What follows belongs to an exercise in optimizing a design on an open flow for small area; a production flow would make more cautious choices. The RTL was checked by simulation tests, not by an equivalence proof against the original design. No driver is modelled on the clock port, so clocking that relies on it looks cheaper here than on a real chip. Power figures rest on the tool's default switching activity, not on a simulated workload.

==> inputs of run a <==
Design avalon_uart, start of the top module:
module avalon_uart (
    input               clk,
    input               rst,
    input               avn_read,
    input               avn_write,
    input [4:0]         avn_address,
    input [31:0]        avn_writedata,
    output reg [31:0]   avn_readdata,
    output              avn_waitrequest,
    output              int_txwm,
    output              int_rxwm,
    output              uart_txd,
    input               uart_rxd
);
    logic           rx_valid;
    logic [7:0]     rx_data;
    logic           txfifo_push;
    logic           txfifo_pop;
    logic [7:0]     txfifo_dout;
    logic           txfifo_full;
    logic           txfifo_empty;
    logic [3:0]     txfifo_entry;
    logic           rxfifo_pop;
    logic [7:0]     rxfifo_dout;
    logic           rxfifo_full;
    logic           rxfifo_empty;
    logic [3:0]     rxfifo_entry;
    reg             txdata_valid;
    reg             txdata_full;
    reg [7:0]       txdata_data;
    reg [2:0]       txctrl_txcnt;
    reg             txctrl_nstop;
    reg             txctrl_txen;
    reg [2:0]       rxctrl_rxcnt;
    reg             rxctrl_rxen;
    reg             ie_rxwm;
    reg             ie_txwm;
    reg             ip_rxwm;
    reg             ip_txwm;
    reg [15:0]      div_q;           
    logic [15:0]    div_div;
  ...
export LEC_CHECK = 0
export CAP_MARGIN = 20
export CORE_MARGIN = 2
export CORE_UTILIZATION = 40
export SLEW_MARGIN = 20
create_clock -name core_clock -period 5.0 [get_ports {clk}]
standard.sh (not shown) runs the stock make flow with config.mk's settings and CLKGATE_MAP_FILE= SYNTH_SCRIPT=/design/flow/synth_recipe.tcl, a recipe that flattens the netlist after the stock synthesis.
==> flow/flow/run.sh <==
#!/bin/bash
# The standard ORFS layout with these changes:
# - no hard adder cells before ABC (ADDER_MAP_FILE empty), so ABC maps
#   the counters and comparators with the rest of the logic;
# - ABC maps the logic for area (flow/abc_area_map.script: fraig, dc2,
#   dch, amap) instead of ORFS's speed script, without the weak _0 cells
#   that have a _1 twin of the same area; registers are mapped before
#   ABC, so they are the standard synthesis's;
# - clock tree synthesis adds no dummy loads and builds clusters of
#   clkbuf_8, then flow/clock_buffer_sizing.tcl downsizes clock buffers
#   that have slew to spare;
# - ports are buffered with buf_1.
# Each ORFS step keeps its own log under orfs/logs; standard.log has
# make's output.
set -euo pipefail
here=$(pwd)
rm -rf "$here/scripts"
cp -r "$FLOW_HOME/scripts" "$here/scripts"
cp "$here/flow/abc_area_map.script" "$here/scripts/abc_area_map.script"
sed -i 's#/abc_speed.script#/abc_area_map.script#' "$here/scripts/synth_preamble.tcl"
grep -q abc_area_map.script "$here/scripts/synth_preamble.tcl"
# ABC also leaves out the _0 drive variants that have a _1 variant of the
# same area, so that equal-area choices take the stronger cell
sed -i 's#{\*}\$lib_dont_use_args -constr#{*}$lib_dont_use_args {*}$::env(ABC_EXTRA_DONT_USE) -constr#' "$here/scripts/synth_preamble.tcl"
grep -q ABC_EXTRA_DONT_USE "$here/scripts/synth_preamble.tcl"
sed -i "s#^log_cmd clock_tree_synthesis {\*}\$cts_args\$#&\nsource $here/flow/clock_buffer_sizing.tcl#" "$here/scripts/cts.tcl"
grep -q clock_buffer_sizing.tcl "$here/scripts/cts.tcl"
export SCRIPTS_DIR="$here/scripts"
export ADDER_MAP_FILE=
export ABC_EXTRA_DONT_USE="-dont_use sky130_fd_sc_hd__o21ai_0 -dont_use sky130_fd_sc_hd__a21boi_0 -dont_use sky130_fd_sc_hd__and2_0 -dont_use sky130_fd_sc_hd__o311ai_0 -dont_use sky130_fd_sc_hd__or2_0"
export CTS_ARGS="-sink_clustering_enable -repair_clock_nets -dont_use_dummy_load -buf_list sky130_fd_sc_hd__clkbuf_8 -sink_clustering_size 16 -sink_clustering_max_diameter 60"
export CLK_BUF_MAX_SLEW=0.100
export BUFFER_PORTS_ARGS="-buffer_cell sky130_fd_sc_hd__buf_1"
bash standard.sh > standard.log 2>&1
==> flow/flow/abc_area_map.script <==
strash
&get -n
&fraig -x
&put
dc2
dch -f
amap -F 4 -A 8
topo
==> flow/flow/clock_buffer_sizing.tcl <==
# Sourced by cts.tcl right after clock_tree_synthesis: give each clock
# buffer the smallest clkbuf size whose loads still see at most
# CLK_BUF_MAX_SLEW ns of slew (placement parasitics), leaf buffers first.
set_propagated_clock [all_clocks]
estimate_parasitics -placement

proc clk_worst_load_slew {net} {
  set w 0
  foreach p [get_pins -of_objects $net -filter "direction == input"] {
    set s [get_property $p slew_max]
    if {$s > $w} { set w $s }
  }
  return $w
}

proc downsize_clock_buffers {target} {
  set sizes {sky130_fd_sc_hd__clkbuf_1 sky130_fd_sc_hd__clkbuf_2 sky130_fd_sc_hd__clkbuf_4
             sky130_fd_sc_hd__clkbuf_8 sky130_fd_sc_hd__clkbuf_16}
  set leaves {}
  set upper {}
  foreach inst [get_cells *] {
    if {[lsearch $sizes [get_property $inst ref_name]] < 0} { continue }
    set out [get_nets -of_objects [get_pins -of_objects $inst -filter "direction == output"]]
    set drives_buf 0
    foreach p [get_pins -of_objects $out -filter "direction == input"] {
      if {[lsearch $sizes [get_property [get_cells -of_objects $p] ref_name]] >= 0} { set drives_buf 1 }
    }
    if {$drives_buf} { lappend upper $inst } else { lappend leaves $inst }
  }
  set n 0
  foreach inst [concat $leaves $upper] {
    set m [get_property $inst ref_name]
    set i [lsearch $sizes $m]
    set out [get_nets -of_objects [get_pins -of_objects $inst -filter "direction == output"]]
    set in [get_nets -of_objects [get_pins -of_objects $inst -filter "direction == input"]]
    for {set j 0} {$j < $i} {incr j} {
      replace_cell $inst [lindex $sizes $j]
      if {[clk_worst_load_slew $out] <= $target && [clk_worst_load_slew $in] <= $target} {
        incr n
        break
      }
      replace_cell $inst $m
    }
  }
  puts "clock_buffer_sizing: downsized $n clock buffers"
}

downsize_clock_buffers $::env(CLK_BUF_MAX_SLEW)
==> run b (differences from run a) <==
--- a/flow/design.v
+++ b/flow/design.v
@@ -41,38 +41,34 @@
 ) (
     input           clk,
     input [15:0]    cfg_div,
     input           baud_clear,
     output reg      baud_tick,
     output reg      baud_sample
 );
-    localparam [15:0] MASK16 = 16'hAAAA;
-    localparam [11:0] MASK12 = 12'hAAA;
-    reg [15:0]      baud_cnt_q;
-    logic [15:0]    baud_cnt;
+    reg [15:0]      baud_cnt;
     logic           baud_cnt_fire;
-    logic [15:0]    div;
-    assign baud_cnt = baud_cnt_q ^ MASK16;
-    assign div = cfg_div + 1'b1;
-    assign baud_cnt_fire = baud_cnt == 16'd0;
+    assign baud_cnt_fire = &baud_cnt;
     always @(posedge clk) begin
-        if (baud_cnt_fire || baud_clear) baud_cnt_q <= div ^ MASK16;
-        else baud_cnt_q <= (baud_cnt - 1'b1) ^ MASK16;
+        if (baud_cnt_fire || baud_clear) baud_cnt <= cfg_div;
+        else baud_cnt <= baud_cnt - 1'b1;
         baud_tick <= baud_cnt_fire;
     end
     generate
         if (SAMPLE) begin: sample_logic
-            reg [11:0]  sample_cnt_q;
-            logic [11:0] sample_cnt;
+            reg [11:0]  sample_cnt;
+            reg         sample_ext;
             logic       sample_cnt_fire;
-            assign sample_cnt = sample_cnt_q ^ MASK12;
-            assign sample_cnt_fire = sample_cnt == 12'd0;
+            logic       sample_load;
+            assign sample_cnt_fire = sample_ext ? (&sample_cnt) : (sample_cnt == 12'd0);
+            assign sample_load = sample_cnt_fire || baud_clear;
             always @(posedge clk) begin
-                if (sample_cnt_fire || baud_clear) sample_cnt_q <= div[15:4] ^ MASK12;
-                else sample_cnt_q <= (sample_cnt - 1'b1) ^ MASK12;
+                if (sample_load) sample_cnt <= cfg_div[15:4];
+                else if (!sample_ext) sample_cnt <= sample_cnt - 1'b1;
+                sample_ext <= sample_load & (&cfg_div[3:0]);
                 baud_sample <= sample_cnt_fire;
             end
         end
         else begin: no_sample_logic
             always @* baud_sample = 1'b0;
         end
     endgenerate
@@ -258,26 +254,23 @@
     reg             txctrl_txen;
     reg [2:0]       rxctrl_rxcnt;
     reg             rxctrl_rxen;
     reg             ie_rxwm;
     reg             ie_txwm;
     reg             ip_rxwm;
     reg             ip_txwm;
-    reg [15:0]      div_q;           
-    logic [15:0]    div_div;
+    reg [15:0]      div_div;
     reg [2:0]       rd_sel;
     reg             rd_flag;
     logic           addr_ok;
     logic           txdata_write;
     logic           txctrl_write;
     logic           rxctrl_write;
     logic           ie_write;
     logic           div_write;
-    localparam [15:0] DIV_MASK = 16'hFFFF;
-    assign div_div = div_q ^ DIV_MASK;
     assign addr_ok = (avn_address[1:0] == 2'b00) & (avn_address[4:2] != 3'd7);
     assign txdata_write = avn_write & (avn_address == 5'h00);
     assign txctrl_write = avn_write & (avn_address == 5'h08);
     assign rxctrl_write = avn_write & (avn_address == 5'h0C);
     assign ie_write     = avn_write & (avn_address == 5'h10);
     assign div_write    = avn_write & (avn_address == 5'h18);
     always @(posedge clk) begin
@@ -286,15 +279,15 @@
             txctrl_txcnt <= 3'b0;
             txctrl_nstop <= 1'b0;
             txctrl_txen <= 1'b0;
             rxctrl_rxcnt <= 3'b0;
             rxctrl_rxen <= 1'b0;
             ie_rxwm <= 1'b0;
             ie_txwm <= 1'b0;
-            div_q <= DIV_MASK;
+            div_div <= 16'b0;
         end
         else begin
         if (txdata_write) begin
             txdata_data <= avn_writedata[7:0];
         end
         if (txctrl_write) begin
             txctrl_txcnt <= avn_writedata[18:16];
@@ -306,15 +299,15 @@
             rxctrl_rxen <= avn_writedata[0];
         end
         if (ie_write) begin
             ie_rxwm <= avn_writedata[1];
             ie_txwm <= avn_writedata[0];
         end
         if (div_write) begin
-            div_q <= avn_writedata[15:0] ^ DIV_MASK;
+            div_div <= avn_writedata[15:0];
         end
         end
     end
     always @(posedge clk) begin
         txdata_full <= txfifo_full;
         ip_rxwm <= (rxfifo_entry > {1'b0, rxctrl_rxcnt}) & ie_rxwm;
         ip_txwm <= (txfifo_entry < {1'b0, txctrl_txcnt}) & ie_txwm;
==> flow/flow/run.sh (replaced) <==
#!/bin/bash
# The standard ORFS layout with three changes:
# - ABC maps the logic for area (flow/abc_area_map.script: dc2, dch, amap)
#   instead of ORFS's speed script; registers are mapped before ABC, so
#   they are the standard synthesis's.
# - clock tree synthesis adds no dummy loads and builds clusters of
#   clkbuf_8.
# - ports are buffered with buf_1.
set -euo pipefail
here=$(pwd)
rm -rf "$here/scripts"
cp -r "$FLOW_HOME/scripts" "$here/scripts"
cp "$here/flow/abc_area_map.script" "$here/scripts/abc_area_map.script"
sed -i 's#/abc_speed.script#/abc_area_map.script#' "$here/scripts/synth_preamble.tcl"
grep -q abc_area_map.script "$here/scripts/synth_preamble.tcl"
export SCRIPTS_DIR="$here/scripts"
export CTS_ARGS="-sink_clustering_enable -repair_clock_nets -dont_use_dummy_load -buf_list sky130_fd_sc_hd__clkbuf_8 -sink_clustering_size 16 -sink_clustering_max_diameter 60"
export BUFFER_PORTS_ARGS="-buffer_cell sky130_fd_sc_hd__buf_1"
bash standard.sh > standard.log 2>&1
==> flow/flow/abc_area_map.script (replaced) <==
strash
dc2
dch -f
amap -F 4 -A 8
topo
--- a/flow/config.mk
+++ b/flow/config.mk
@@ -4,8 +4,9 @@
 export VERILOG_FILES = /design/flow/design.v
 export SDC_FILE = /design/flow/constraint.sdc
 export NUM_CORES = 4
 export LEC_CHECK = 0
 export CAP_MARGIN = 20
 export CORE_MARGIN = 2
 export CORE_UTILIZATION = 40
+export GPL_TIMING_DRIVEN = 0
 export SLEW_MARGIN = 20
removed: flow/flow/clock_buffer_sizing.tcl
==> run c (differences from run a) <==
==> flow/flow/run.sh (replaced) <==
#!/bin/bash
# The standard ORFS layout with these changes:
# - no hard adder cells before ABC (ADDER_MAP_FILE empty), so ABC maps
#   the counters and comparators with the rest of the logic;
# - ABC maps the logic for area (flow/abc_area_map.script: fraig, dc2,
#   dch, amap) instead of ORFS's speed script; registers are mapped
#   before ABC, so they are the standard synthesis's;
# - clock tree synthesis adds no dummy loads and builds clusters of
#   clkbuf_8, then flow/clock_buffer_sizing.tcl downsizes clock buffers
#   that have slew to spare;
# - ports are buffered with buf_1.
# Each ORFS step keeps its own log under orfs/logs; standard.log has
# make's output.
set -euo pipefail
here=$(pwd)
rm -rf "$here/scripts"
cp -r "$FLOW_HOME/scripts" "$here/scripts"
cp "$here/flow/abc_area_map.script" "$here/scripts/abc_area_map.script"
sed -i 's#/abc_speed.script#/abc_area_map.script#' "$here/scripts/synth_preamble.tcl"
grep -q abc_area_map.script "$here/scripts/synth_preamble.tcl"
sed -i "s#^log_cmd clock_tree_synthesis {\*}\$cts_args\$#&\nsource $here/flow/clock_buffer_sizing.tcl#" "$here/scripts/cts.tcl"
grep -q clock_buffer_sizing.tcl "$here/scripts/cts.tcl"
export SCRIPTS_DIR="$here/scripts"
export ADDER_MAP_FILE=
export CTS_ARGS="-sink_clustering_enable -repair_clock_nets -dont_use_dummy_load -buf_list sky130_fd_sc_hd__clkbuf_8 -sink_clustering_size 18 -sink_clustering_max_diameter 70"
export CLK_BUF_MAX_SLEW=0.100
export BUFFER_PORTS_ARGS="-buffer_cell sky130_fd_sc_hd__buf_1"
bash standard.sh > standard.log 2>&1
==> run d (differences from run a) <==
--- a/flow/design.v
+++ b/flow/design.v
@@ -41,38 +41,32 @@
 ) (
     input           clk,
     input [15:0]    cfg_div,
     input           baud_clear,
     output reg      baud_tick,
     output reg      baud_sample
 );
-    localparam [15:0] MASK16 = 16'hAAAA;
-    localparam [11:0] MASK12 = 12'hAAA;
-    reg [15:0]      baud_cnt_q;
-    logic [15:0]    baud_cnt;
+    reg [15:0]      baud_cnt;
     logic           baud_cnt_fire;
     logic [15:0]    div;
-    assign baud_cnt = baud_cnt_q ^ MASK16;
     assign div = cfg_div + 1'b1;
     assign baud_cnt_fire = baud_cnt == 16'd0;
     always @(posedge clk) begin
-        if (baud_cnt_fire || baud_clear) baud_cnt_q <= div ^ MASK16;
-        else baud_cnt_q <= (baud_cnt - 1'b1) ^ MASK16;
+        if (baud_cnt_fire || baud_clear) baud_cnt <= div;
+        else baud_cnt <= baud_cnt - 1'b1;
         baud_tick <= baud_cnt_fire;
     end
     generate
         if (SAMPLE) begin: sample_logic
-            reg [11:0]  sample_cnt_q;
-            logic [11:0] sample_cnt;
+            reg [11:0]  sample_cnt;
             logic       sample_cnt_fire;
-            assign sample_cnt = sample_cnt_q ^ MASK12;
             assign sample_cnt_fire = sample_cnt == 12'd0;
             always @(posedge clk) begin
-                if (sample_cnt_fire || baud_clear) sample_cnt_q <= div[15:4] ^ MASK12;
-                else sample_cnt_q <= (sample_cnt - 1'b1) ^ MASK12;
+                if (sample_cnt_fire || baud_clear) sample_cnt <= div[15:4];
+                else sample_cnt <= sample_cnt - 1'b1;
                 baud_sample <= sample_cnt_fire;
             end
         end
         else begin: no_sample_logic
             always @* baud_sample = 1'b0;
         end
     endgenerate
@@ -258,26 +252,23 @@
     reg             txctrl_txen;
     reg [2:0]       rxctrl_rxcnt;
     reg             rxctrl_rxen;
     reg             ie_rxwm;
     reg             ie_txwm;
     reg             ip_rxwm;
     reg             ip_txwm;
-    reg [15:0]      div_q;           
-    logic [15:0]    div_div;
+    reg [15:0]      div_div;
     reg [2:0]       rd_sel;
     reg             rd_flag;
     logic           addr_ok;
     logic           txdata_write;
     logic           txctrl_write;
     logic           rxctrl_write;
     logic           ie_write;
     logic           div_write;
-    localparam [15:0] DIV_MASK = 16'hFFFF;
-    assign div_div = div_q ^ DIV_MASK;
     assign addr_ok = (avn_address[1:0] == 2'b00) & (avn_address[4:2] != 3'd7);
     assign txdata_write = avn_write & (avn_address == 5'h00);
     assign txctrl_write = avn_write & (avn_address == 5'h08);
     assign rxctrl_write = avn_write & (avn_address == 5'h0C);
     assign ie_write     = avn_write & (avn_address == 5'h10);
     assign div_write    = avn_write & (avn_address == 5'h18);
     always @(posedge clk) begin
@@ -286,15 +277,15 @@
             txctrl_txcnt <= 3'b0;
             txctrl_nstop <= 1'b0;
             txctrl_txen <= 1'b0;
             rxctrl_rxcnt <= 3'b0;
             rxctrl_rxen <= 1'b0;
             ie_rxwm <= 1'b0;
             ie_txwm <= 1'b0;
-            div_q <= DIV_MASK;
+            div_div <= 16'b0;
         end
         else begin
         if (txdata_write) begin
             txdata_data <= avn_writedata[7:0];
         end
         if (txctrl_write) begin
             txctrl_txcnt <= avn_writedata[18:16];
@@ -306,15 +297,15 @@
             rxctrl_rxen <= avn_writedata[0];
         end
         if (ie_write) begin
             ie_rxwm <= avn_writedata[1];
             ie_txwm <= avn_writedata[0];
         end
         if (div_write) begin
-            div_q <= avn_writedata[15:0] ^ DIV_MASK;
+            div_div <= avn_writedata[15:0];
         end
         end
     end
     always @(posedge clk) begin
         txdata_full <= txfifo_full;
         ip_rxwm <= (rxfifo_entry > {1'b0, rxctrl_rxcnt}) & ie_rxwm;
         ip_txwm <= (txfifo_entry < {1'b0, txctrl_txcnt}) & ie_txwm;
==> flow/flow/run.sh (replaced) <==
#!/bin/bash
# The standard ORFS layout with these changes:
# - no hard adder cells before ABC (ADDER_MAP_FILE empty), so ABC maps
#   the counters and comparators with the rest of the logic;
# - ABC maps the logic for area (flow/abc_area_map.script: fraig, dc2,
#   dch, amap) instead of ORFS's speed script; registers are mapped
#   before ABC, so they are the standard synthesis's;
# - clock tree synthesis adds no dummy loads and builds clusters of
#   clkbuf_8, then flow/clock_buffer_sizing.tcl downsizes clock buffers
#   that have slew to spare;
# - ports are buffered with buf_1.
# Each ORFS step keeps its own log under orfs/logs; standard.log has
# make's output.
set -euo pipefail
here=$(pwd)
rm -rf "$here/scripts"
cp -r "$FLOW_HOME/scripts" "$here/scripts"
cp "$here/flow/abc_area_map.script" "$here/scripts/abc_area_map.script"
sed -i 's#/abc_speed.script#/abc_area_map.script#' "$here/scripts/synth_preamble.tcl"
grep -q abc_area_map.script "$here/scripts/synth_preamble.tcl"
sed -i "s#^log_cmd clock_tree_synthesis {\*}\$cts_args\$#&\nsource $here/flow/clock_buffer_sizing.tcl#" "$here/scripts/cts.tcl"
grep -q clock_buffer_sizing.tcl "$here/scripts/cts.tcl"
export SCRIPTS_DIR="$here/scripts"
export ADDER_MAP_FILE=
export CTS_ARGS="-sink_clustering_enable -repair_clock_nets -dont_use_dummy_load -buf_list sky130_fd_sc_hd__clkbuf_8 -sink_clustering_size 16 -sink_clustering_max_diameter 60"
export CLK_BUF_MAX_SLEW=0.100
export BUFFER_PORTS_ARGS="-buffer_cell sky130_fd_sc_hd__buf_1"
bash standard.sh > standard.log 2>&1
==> summary of the runs <==
Combinational power: run b is larger than run d (about 80%).
Final cell count: run c < run a < run d < run b.
Utilization: run b is higher than run a (0.55 points).
In run b the non-clock buffer count is higher than in run a, by 1.
In run b the count of clock-buffer cells in the layout is higher than in run a, by 1.
Critical path depth is the same in run a and run c.
In run b the clock skew is lower than in run d, by 0.0028 ns.
Worst hold slack, highest first: run b, run c, run d, run a.
==> figures <==
metric                                                                 run b        run a        run d        run c
Status                                              timing/DRC/antenna clean  timing/DRC/antenna clean  timing/DRC/antenna clean  timing/DRC/antenna clean
Routability-driven placement congestion ratio                         0.8188       0.8159       0.8147       0.8286
Clock group power                                                    1080 uW      1030 uW      1050 uW       945 uW
Slew at the pin with the worst max-slew slack                       1.132 ns     1.061 ns     1.076 ns     1.062 ns
Number of different library cells in the post-synthesis netlist           36           35           38           35
Total area of sequential cells                                     6756 um^2    6616 um^2    6616 um^2    6616 um^2
Non-clk invs                                                             124           87          100           87
R2R setup slack                                                      1.01 ns      1.35 ns      0.77 ns      1.39 ns
Routed wire length                                                 23,850 um    22,140 um    21,460 um    22,060 um
Delay of the slowest critical-path stage                             0.58 ns      0.43 ns      0.34 ns      0.42 ns
Final std cells w/o fill                                               1,352        1,237        1,273        1,235
Vias                                                                   7,388        6,835        6,788        6,803
Pin count of the biggest net entering global routing                      33           66           67           66
Sum of routed wire segments on met1                                11,310 um    10,610 um    10,260 um    10,370 um
Standby leakage power                                            0.003837 uW  0.003427 uW  0.003465 uW  0.003403 uW
NetSw                                                                2311 uW      1469 uW      1568 uW      1443 uW
Met3 WL post-DR                                                      1222 um      1496 um      1185 um      1416 um
Number of antenna repair diodes                                            1            1            1            2

## separate check: timing with driven ports
No port has a modelled driver above. Below, the same layouts with a new extraction and two added sets of constraints. Step 1 sets driving cells, clkbuf_16 on the clock port and buf_2 on the other inputs (assumed; they add their load-dependent delay and slew). Step 2 moves the port delays by t, midway between the first and last clock arrival at a register: inputs arrive t later, outputs are due t later. That takes back most of the time a late clock gives input paths. Slacks: ideal ports / drivers / drivers and shift; pairs: ideal ports / drivers.
run | shift t [ns] | slack for setup (ns) | worst setup path at the end
run a | 0.598 | 1.245 / 1.203 / 1.354 | register to register
run b | 0.570 | 0.291 / 0.247 / 0.817 | register to output
run c | 0.583 | 1.319 / 1.275 / 1.393 | register to register
run d | 0.592 | 0.766 / 0.766 / 0.766 | register to register
After both steps every run listed still meets setup and hold.
